Source: an optimization exercise on an open RTL-to-GDS flow (aim: small area and a short achievable clock period). Production flows keep margins and buffers that such runs may drop. RTL that was checked went through simulation tests only; none was proved equivalent to the original. Power and IR drop assume default switching activity.

## float_adder
module float_adder(
    input   clk,
    input   rst,
    input   [31:0]  x,
    input   [31:0]  y,
    output  [31:0]  z,
    output  [1:0]   overflow  
);
    reg [1:0] cnt;
    always @(posedge clk or negedge rst) begin
        if (!rst)
            cnt <= 2'd0;
        else if (cnt != 2'd3)
            cnt <= cnt + 2'd1;
    end
    wire [8:0] d = {1'b0, x[30:23]} - {1'b0, y[30:23]};
    wire x_gt = x[30:0] > y[30:0];       
    reg [31:0] xr, yr;
    reg [8:0]  i_d;
    reg        i_xb;
    always @(posedge clk) begin
        xr   <= x;
        yr   <= y;
        i_d  <= d;
        i_xb <= x_gt;
    end
    wire [7:0] ex = xr[30:23], ey = yr[30:23];
    wire [22:0] mx = xr[22:0], my = yr[22:0];
    wire sx = xr[31], sy = yr[31];
    wire sub = sx ^ sy;
    wire neg = i_d[8];                   
    wire zx = (xr[30:0] == 31'd0);
    wire zy = (yr[30:0] == 31'd0);
    wire hx = ~zx;           
    wire hy = ~zy | zx;      
    wire [23:0] s_sml = i_xb ? {hy, my} : (neg ? {1'b0, hx, mx[22:1]} : {hx, mx});
    wire [4:0]  sh    = i_d[4:0] ^ {5{neg}};
    wire        far   = neg ? (i_d[7:5] != 3'b111) : (i_d[7:5] != 3'b000);
    wire [23:0] s_al  = far ? 24'd0 : (s_sml >> sh);
    wire [22:0] m_big = i_xb ? mx : my;         
    wire [7:0]  e_big = i_xb ? ex : ey;
    wire ex1 = (ex == 8'd255), ey1 = (ey == 8'd255);
    wire nan  = (ex1 && (mx != 23'd0)) || (ey1 && (my != 23'd0));
    wire spec = ex1 || ey1;
    wire ones = nan || (ex1 && ey1 && sub);
    wire sgn = spec ? (sx | nan) : (i_xb ? sx : sy);
    reg [22:0] a_big;
    reg [23:0] a_sml;
    reg [7:0]  a_e;
    reg a_sgn, a_sub, a_spec, a_ones;
    always @(posedge clk) begin
        a_big  <= m_big;
        a_sml  <= s_al ^ {24{sub}};
        a_e    <= e_big;
        a_sgn  <= sgn;
        a_sub  <= sub;
        a_spec <= spec;
        a_ones <= ones;
    end
    wire [25:0] s_res = {2'b01, a_big, 1'b1} + {a_sub, a_sml, a_sub};
    wire [24:0] sum = {s_res[25] & ~a_sub, s_res[24:1]};
    reg [24:0] m_sum;
    reg [7:0]  m_ep1;        
    reg m_sgn, m_spec, m_ones;
    always @(posedge clk) begin
        if (cnt == 2'd2) begin
            m_sum  <= sum;
            m_ep1  <= a_e + 8'd1;
            m_sgn  <= a_sgn;
  ...
clock: 5.0 ns
lec_check: 0
cap_margin: 20
core_margin: 2
core_utilization: 40
slew_margin: 20
run.sh (not shown) runs the stock make flow with config.mk's settings and CLKGATE_MAP_FILE= SYNTH_SCRIPT=/design/flow/synth_recipe.tcl, a recipe that flattens the netlist after the stock synthesis.
Rerun with:
SETUP_SLACK_MARGIN = 2.5   (was not set)
Worst hold slack gets worse by 0.0084 ns.
First-iteration DRC count goes up by 1.8%.
Die area is unchanged.
Power goes up by about 3.4%.
Design area goes up by 6.4%.
Final cell count goes up by about 2.3%.
Function was not checked in any run of this note: the RTL went through the layout flow alone.

========
Another version of the RTL of float_adder (not shown whole).
Size in the first run: about 1500 cells after synthesis, ~250 flip-flops, roughly 100 I/O pins, ~12000 µm² of cells after synthesis.
export LEC_CHECK = 0
export ABC_AREA = 1
export CAP_MARGIN = 10
export CORE_MARGIN = 2
export CORE_UTILIZATION = 50
export SETUP_SLACK_MARGIN = 2.6
export SLEW_MARGIN = 10
create_clock -name core_clock -period 5.0 [get_ports {clk}]
standard.sh (not shown) runs the stock make flow with config.mk's settings and CLKGATE_MAP_FILE= SYNTH_SCRIPT=/design/flow/synth_recipe.tcl, a recipe that flattens the netlist after the stock synthesis.
==> flow/flow/run.sh <==
#!/bin/bash
# Standard layout (standard.sh), with port buffers made from a plain buffer
# cell and clock tree synthesis without dummy loads.
set -euo pipefail
export BUFFER_PORTS_ARGS="-buffer_cell sky130_fd_sc_hd__buf_1"
export CTS_ARGS="-sink_clustering_enable -repair_clock_nets -dont_use_dummy_load -buf_list sky130_fd_sc_hd__clkbuf_16 -sink_clustering_size 24 -sink_clustering_max_diameter 120"
bash standard.sh > standard.log 2>&1
Change:
--- a/flow/config.mk
+++ b/flow/config.mk
@@ -9 +9 @@
-export CAP_MARGIN = 10
+export CAP_MARGIN = 0
@@ -11 +11 @@
-export CORE_UTILIZATION = 50
+export CORE_UTILIZATION = 62
@@ -13 +13 @@
-export SLEW_MARGIN = 10
+export SLEW_MARGIN = 0
Result: Worst setup slack gets better by 25 ps. Synthesized cell count is unchanged. Register-to-register slack gets better by 30 ps.
Change:
--- a/flow/config.mk
+++ b/flow/config.mk
@@ -9 +9 @@
-export CAP_MARGIN = 0
+export CAP_MARGIN = 10
@@ -12,2 +12,2 @@
-export SETUP_SLACK_MARGIN = 2.6
-export SLEW_MARGIN = 0
+export SETUP_SLACK_MARGIN = 2.5
+export SLEW_MARGIN = 10
=> Synthesized area is unchanged; total power falls slightly; register-to-register slack loses 90 ps; clock power hardly moves.

========
float_adder, a different RTL version from the one above (not shown whole).
Size in the first run: roughly 250 flip-flops, ~100 I/O pins, ~12000 um^2 of cells after synthesis.
==> flow/design.v (excerpt) <==
module float_adder(
    input   clk,
    input   rst,
    input   [31:0]  x,
    input   [31:0]  y,
    output  [31:0]  z,
    output  [1:0]   overflow  
);
clock: 5.0 ns
lec_check: 0
abc_area: 1
cap_margin: 10
core_margin: 2
core_utilization: 62
setup_slack_margin: 2.8
slew_margin: 10
Scripts as last shown in full above: flow/flow/run.sh
Next try:
- CORE_UTILIZATION: 62 -> 58
- GPL_ROUTABILITY_DRIVEN: unset -> 0
- SETUP_SLACK_MARGIN: 2.8 -> 2.6
Effect: The changed run ran to the end with no violations. Via count came out lower by a few percent. Final cell count barely changes. Global-route usage came out lower by 2.5 points.

========
run 1:
float_adder again, from the RTL that the note above started with.
export LEC_CHECK = 0
export ABC_AREA = 1
export CAP_MARGIN = 10
export CORE_MARGIN = 2
export CORE_UTILIZATION = 62
export SETUP_SLACK_MARGIN = 2.7
export SLEW_MARGIN = 10
create_clock -name core_clock -period 5.0 [get_ports {clk}]
Scripts as last shown in full above: flow/flow/run.sh
Setup changes, run 1 to run 2
# run 1
export LEC_CHECK = 0
export ABC_AREA = 1
export CAP_MARGIN = 10
export CORE_MARGIN = 2
export CORE_UTILIZATION = 62
export SETUP_SLACK_MARGIN = 2.7
export SLEW_MARGIN = 10
create_clock -name core_clock -period 5.0 [get_ports {clk}]
# run 2
export LEC_CHECK = 0
export ABC_AREA = 1
export CAP_MARGIN = 10
export CORE_MARGIN = 2
export CORE_UTILIZATION = 62
export SETUP_SLACK_MARGIN = 2.6
export SLEW_MARGIN = 10
create_clock -name core_clock -period 5.0 [get_ports {clk}]
--- a/flow/flow/run.sh
+++ b/flow/flow/run.sh
@@ -5,3 +5,4 @@
 export BUFFER_PORTS_ARGS="-buffer_cell sky130_fd_sc_hd__buf_1"
 export CTS_ARGS="-sink_clustering_enable -repair_clock_nets -dont_use_dummy_load -buf_list sky130_fd_sc_hd__clkbuf_16 -sink_clustering_size 24 -sink_clustering_max_diameter 120"
+export RECOVER_POWER=100
 bash standard.sh > standard.log 2>&1
==> comparison <==
Run 1 has higher layout-stage area growth over the synthesis result than run 2.
Master of the slowest instance on the critical path = sky130_fd_sc_hd__fa_1: run 1; master of the slowest instance on the critical path = sky130_fd_sc_hd__clkbuf_1: run 2
Run 2 vs run 1: routability congestion estimate down
Compared with run 1, run 2 shows a period utilization that is 19 points higher.
> inputs changed (run 2 -> run 3)
--- a/flow/flow/run.sh
+++ b/flow/flow/run.sh
@@ -5,4 +5,3 @@
 export BUFFER_PORTS_ARGS="-buffer_cell sky130_fd_sc_hd__buf_1"
 export CTS_ARGS="-sink_clustering_enable -repair_clock_nets -dont_use_dummy_load -buf_list sky130_fd_sc_hd__clkbuf_16 -sink_clustering_size 24 -sink_clustering_max_diameter 120"
-export RECOVER_POWER=100
 bash standard.sh > standard.log 2>&1
### Flow results
Run 3 went all the way through the flow, and no timing, DRC or antenna check failed. i_d[8]$_DFF_P_ as the capturing element of the worst setup path was reported by run 3, and a_sml[8]$_DFF_P_ by run 2. Taking run 2 as the reference, in run 3 via count neither gained nor lost much; met3 wire length lost 8.2%; arrival time at the worst endpoint lost 900 ps.
For run 4, these inputs were changed with respect to run 3:
# run 3
export LEC_CHECK = 0
export ABC_AREA = 1
export CAP_MARGIN = 10
export CORE_MARGIN = 2
export CORE_UTILIZATION = 62
export SETUP_SLACK_MARGIN = 2.6
export SLEW_MARGIN = 10
create_clock -name core_clock -period 5.0 [get_ports {clk}]
# run 4
export LEC_CHECK = 0
export ABC_AREA = 1
export CAP_MARGIN = 10
export CORE_MARGIN = 2
export CORE_UTILIZATION = 62
export GPL_ROUTABILITY_DRIVEN = 0
export SETUP_SLACK_MARGIN = 2.65
export SLEW_MARGIN = 10
create_clock -name core_clock -period 5.0 [get_ports {clk}]
==> flow/flow/run.sh <==
#!/bin/bash
# Standard layout (standard.sh), with port buffers made from a plain buffer
# cell and clock tree synthesis without dummy loads.
set -euo pipefail
export BUFFER_PORTS_ARGS="-buffer_cell sky130_fd_sc_hd__buf_1"
export CTS_ARGS="-sink_clustering_enable -repair_clock_nets -dont_use_dummy_load -buf_list sky130_fd_sc_hd__clkbuf_16 -sink_clustering_size 30 -sink_clustering_max_diameter 150"
bash standard.sh > standard.log 2>&1
Run 4 completed every stage of the flow, and the final layout passed the timing, design-rule and antenna checks. Between run 3 and run 4, the leakage power of the design does not differ in any meaningful way. Comparing run 3 and run 4, the lower setup slack was measured on run 3. Period utilization in run 4 is 1.0 points lower than in run 3. Placement-stage worst setup slack sits lower in run 4 than in run 3. Relative to run 3, sum of buffers and inverters on the critical path has increased by 1 in run 4. Between run 3 and run 4, the difference in share of cell area taken by flip-flops and latches is negligible. Delta (run 4 minus run 3): total wire length after detailed routing now smaller; worst hold slack across all endpoints moved down; design area roughly the same. Est. power | run 4 vs run 3 | run 4 lower.

[separate check: timing with driven ports]
The results above use ideal ports. As a check the final layouts listed here were re-extracted and re-timed, cells and wires unchanged.
Step 1, drivers: a clkbuf_16 drives clk and a buf_2 each remaining input, both assumed.
Step 2 also shifts input and output timing later by t, the mid clock arrival at the registers, as if the neighbouring blocks saw the same clock.
a / b / c = ideal ports / drivers / drivers and shift; a / b = the first two.
run | t, ns | setup WS [ns] | latest minus earliest clock arrival (ns) | worst slew at a driven data input, ns
the first run of note 1 | 0.571 | 1.674 / 1.674 / 1.226 | 0.017 / 0.017 | 0.04
the second run of note 1 | 0.576 | 2.299 / 2.299 / 2.013 | 0.020 / 0.020 | 0.04
the first run of note 2 | 0.515 | 2.681 / 2.681 / 2.236 | 0.034 / 0.034 | 0.03
the second run of note 2 | 0.500 | 2.706 / 2.706 / 2.285 | 0.041 / 0.041 | 0.04
the third run of note 2 | 0.502 | 2.573 / 2.593 / 2.091 | 0.046 / 0.046 | 0.04
the first run of note 3 | 0.504 | 2.733 / 2.733 / 2.395 | 0.053 / 0.052 | 0.04
the second run of note 3 | 0.512 | 2.708 / 2.708 / 2.304 | 0.053 / 0.053 | 0.03
run 1 | 0.498 | 2.724 / 2.724 / 2.355 | 0.049 / 0.050 | 0.04
run 2 | 0.500 | 1.760 / 1.760 / 1.760 | 0.048 / 0.048 | 0.03
run 3 | 0.502 | 2.705 / 2.719 / 2.228 | 0.049 / 0.049 | 0.03
run 4 | 0.500 | 2.756 / 2.756 / 2.326 | 0.067 / 0.067 | 0.04
After both steps setup and hold are still met in every run listed. The setup slack of the third run of note 2, which loses most, moves by +0.020 ns with the drivers and by -0.482 ns with both steps.
